Source: an optimization exercise on an open RTL-to-GDS flow (aim: small area). Production flows keep margins and buffers that such runs may drop. The RTL was checked by simulation tests, not by an equivalence proof against the original design. Power is estimated from default activity; no workload was simulated.

Setup of run A:
==> flow/design.v (excerpt) <==
module HopfieldNetwork(
	input        clk,
	input        rst,
	input  [5'd31:0] pattern_input,
	output [5'd31:0] neuron_states
);
	wire same_input;
	wire converged;
	wire modify_neuron;
	wire modify_neuron_using_input;
	wire modify_weights;
	HopfieldDatapath dpath(
		.clk(clk),
		.rst(rst),
		.pattern_input(pattern_input),
		.modify_neuron(modify_neuron),
		.modify_neuron_using_input(modify_neuron_using_input),
		.modify_weights(modify_weights),
		.same_input(same_input),
		.converged(converged),
		.neuron_states(neuron_states)
	);
	HopfieldControl ctrl(
		.clk(clk),
		.rst(rst),
		.same_input(same_input),
		.converged(converged),
		.modify_neuron(modify_neuron),
		.modify_neuron_using_input(modify_neuron_using_input),
		.modify_weights(modify_weights)
	);
endmodule
Size in the first run: roughly 2300 cells after synthesis, ~66 I/O pins, about 22000 um2 of cells after synthesis.
export LEC_CHECK = 0
export CAP_MARGIN = 20
export CELL_PAD_IN_SITES_DETAIL_PLACEMENT = 1
export CORE_MARGIN = 2
export CORE_UTILIZATION = 35
export SLEW_MARGIN = 20
create_clock -name core_clock -period 9.0 [get_ports {clk}]
standard.sh (not shown) runs the stock make flow with config.mk's settings and CLKGATE_MAP_FILE= SYNTH_SCRIPT=/design/flow/synth_recipe.tcl, a recipe that flattens the netlist after the stock synthesis.
==> flow/flow/run.sh <==
#!/bin/bash
# Layout flow: the standard ORFS flow (standard.sh) with these changes:
#  - after the standard synthesis, its combinational logic is mapped again
#    for area (flow/remap.sh); every flip-flop stays as synthesis made it,
#  - the buffers ABC inserts are removed at floorplan (repair_design re-buffers
#    only the nets that need it),
#  - the port buffers are the smallest buffer (they are still one per port),
#  - clock tree: clkbuf_8 leaf clusters of up to 15 sinks, no dummy loads.
set -euo pipefail
export REMOVE_ABC_BUFFERS=1
export BUFFER_PORTS_ARGS="-buffer_cell sky130_fd_sc_hd__buf_1"
export CTS_ARGS="-sink_clustering_enable -repair_clock_nets -dont_use_dummy_load -buf_list sky130_fd_sc_hd__clkbuf_8 -sink_clustering_size 15 -sink_clustering_max_diameter 60"
R=orfs/results/$FLOW_PLATFORM/HopfieldNetwork/base
bash standard.sh synth > flow_synth.log 2>&1
cp $R/1_2_yosys.v $R/1_2_yosys_standard.v
bash flow/remap.sh $R/1_2_yosys_standard.v $R/1_2_yosys.v > flow_remap.log 2>&1
rm -f $R/1_synth.odb $R/1_synth.sdc
bash standard.sh finish > flow_orfs.log 2>&1
==> flow/flow/area.abc <==
strash
&get -n
&st
&dch
&nf -a -R 1000 -E 1000
&put
topo
==> flow/flow/remap.sh <==
#!/bin/bash
# Re-map the combinational logic of the standard synthesis for area, keeping
# every flip-flop instance (name, cell type and connections) as it is.
# usage: remap.sh IN.v OUT.v
set -euo pipefail
IN=$1; OUT=$2
HERE=$(cd "$(dirname "$0")" && pwd)
P=$FLOW_HOME/platforms/$FLOW_PLATFORM
L=$(ls $P/lib/sky130_fd_sc_hd__tt_025C_1v80.lib)
DU=$(sed -n '/DONT_USE_CELLS/,/^$/p' $P/config.mk | grep -oE "sky130_fd_sc_hd__\w+" | sort -u | sed 's/^/-dont_use /' | tr '\n' ' ')
FF=$(grep -oE "sky130_fd_sc_hd__\w*(df|dl|edf|sdf|sedf)\w*" $IN | sort -u | tr '\n' ' ')
PERIOD_PS=$(awk "BEGIN{print int($FLOW_PERIOD_NS*1000)}")
yosys -p "read_liberty -ignore_miss_func $L; blackbox $FF; read_verilog $IN; hierarchy -top $FLOW_TOP; flatten; opt_clean -purge; abc -liberty $L $DU -D $PERIOD_PS -script $HERE/area.abc; opt_clean -purge; rename -hide w:_*.*; opt_clean -purge; hierarchy -top $FLOW_TOP; stat -liberty $L; write_verilog -noattr -noexpr -nohex -nodec $OUT"
Having completed the whole flow, run A delivered a layout that passed the timing, design-rule and antenna checks.
Here is what was changed in the inputs of run B compared with run A.
- CELL_PAD_IN_SITES_DETAIL_PLACEMENT no longer set, was 1
- CORE_UTILIZATION now 45, was 35
diff --git a/flow/flow/run.sh b/flow/flow/run.sh
--- a/flow/flow/run.sh
+++ b/flow/flow/run.sh
@@ -6,4 +6,5 @@
 #    only the nets that need it),
 #  - the port buffers are the smallest buffer (they are still one per port),
+#  - non-critical cells are downsized after global routing (RECOVER_POWER),
 #  - clock tree: clkbuf_8 leaf clusters of up to 15 sinks, no dummy loads.
 set -euo pipefail
@@ -16,3 +17,3 @@
 bash flow/remap.sh $R/1_2_yosys_standard.v $R/1_2_yosys.v > flow_remap.log 2>&1
 rm -f $R/1_synth.odb $R/1_synth.sdc
-bash standard.sh finish > flow_orfs.log 2>&1
+bash standard.sh RECOVER_POWER=100 finish > flow_orfs.log 2>&1
[summary]
Run B completed end to end; final checks failed (capacitance limit, slew limit). Reported for run B and run A, area after synthesis turned out identical to the last digit. Of the two values seen for launching instance or port of the critical path, dpath.neuron_states[10] was produced by run B and dpath.neuron_states[9] by run A. Run B ends up with lower fraction of power consumed by the clock network than run A does. Of the two candidates, run A has the worse area of all placed cells without fillers and run B the better one.
Input changes introduced in run C (baseline for comparison: run B):
- swapping 45 for 35 in CORE_UTILIZATION
- putting CTS_CLUSTER_SIZE at 15 where nothing was set
- putting CELL_PAD_IN_SITES_DETAIL_PLACEMENT at 1 where nothing was set
- putting CTS_BUF_LIST at sky130_fd_sc_hd__clkbuf_8 where nothing was set
- putting CTS_CLUSTER_DIAMETER at 60 where nothing was set
==> flow/run.sh (new file) <==
#!/bin/bash
# synth_recipe.tcl (not shown) runs the flow's synth.tcl, then flattens the netlist and writes it again
# the make line also repeats each setting of config.mk as NAME=value (left out here)
make -C /OpenROAD-flow-scripts/flow DESIGN_CONFIG=/design/flow/config.mk WORK_HOME=/design/flow/orfs CLKGATE_MAP_FILE= SYNTH_SCRIPT=/design/flow/synth_recipe.tcl finish
removed: flow/flow/run.sh
removed: flow/flow/area.abc
removed: flow/flow/remap.sh
removed: flow/standard.sh
Findings:
Run C: done, clean on timing, DRC and antenna
When run C is set beside run B, its final routed wirelength across all metal layers turns out to be 13000 um larger.
Taking run B as the reference, in run C maximum clock frequency has increased; final-report max-slew violation count now sits lower.

-- port drivers added, routing unchanged --
In the flow no input, the clock included, has a driving cell. The finished layouts below were timed again as built, in two steps.
Step 1 assumes that a clkbuf_16 drives the clock port and a buf_2 every other input.
Step 2 adds t to the input delays and takes it off the output delays; t is the mean of the earliest and latest rising clock arrival at the registers after step 1. Input paths then give back, and output paths get back, about the clock's delay inside the block.
Slacks: ideal / step 1 / step 2; pairs: ideal / step 1.
| run | t (ns) | setup WS [ns] | slew at the worst register clock pin (ns) | worst data-port slew with drivers (ns) |
|---|---|---|---|---|
| run A | 0.768 | 4.379 / 4.379 / 4.379 | 0.12 / 0.12 | 0.04 |
| run B | 0.755 | 2.989 / 2.989 / 2.351 | 0.11 / 0.11 | 0.03 |
| run C | 0.757 | 3.947 / 3.947 / 3.542 | 0.12 / 0.12 | 0.05 |
The setup slack of run B, which loses most, moves by 0.000 ns with the drivers and by -0.638 ns with both steps.
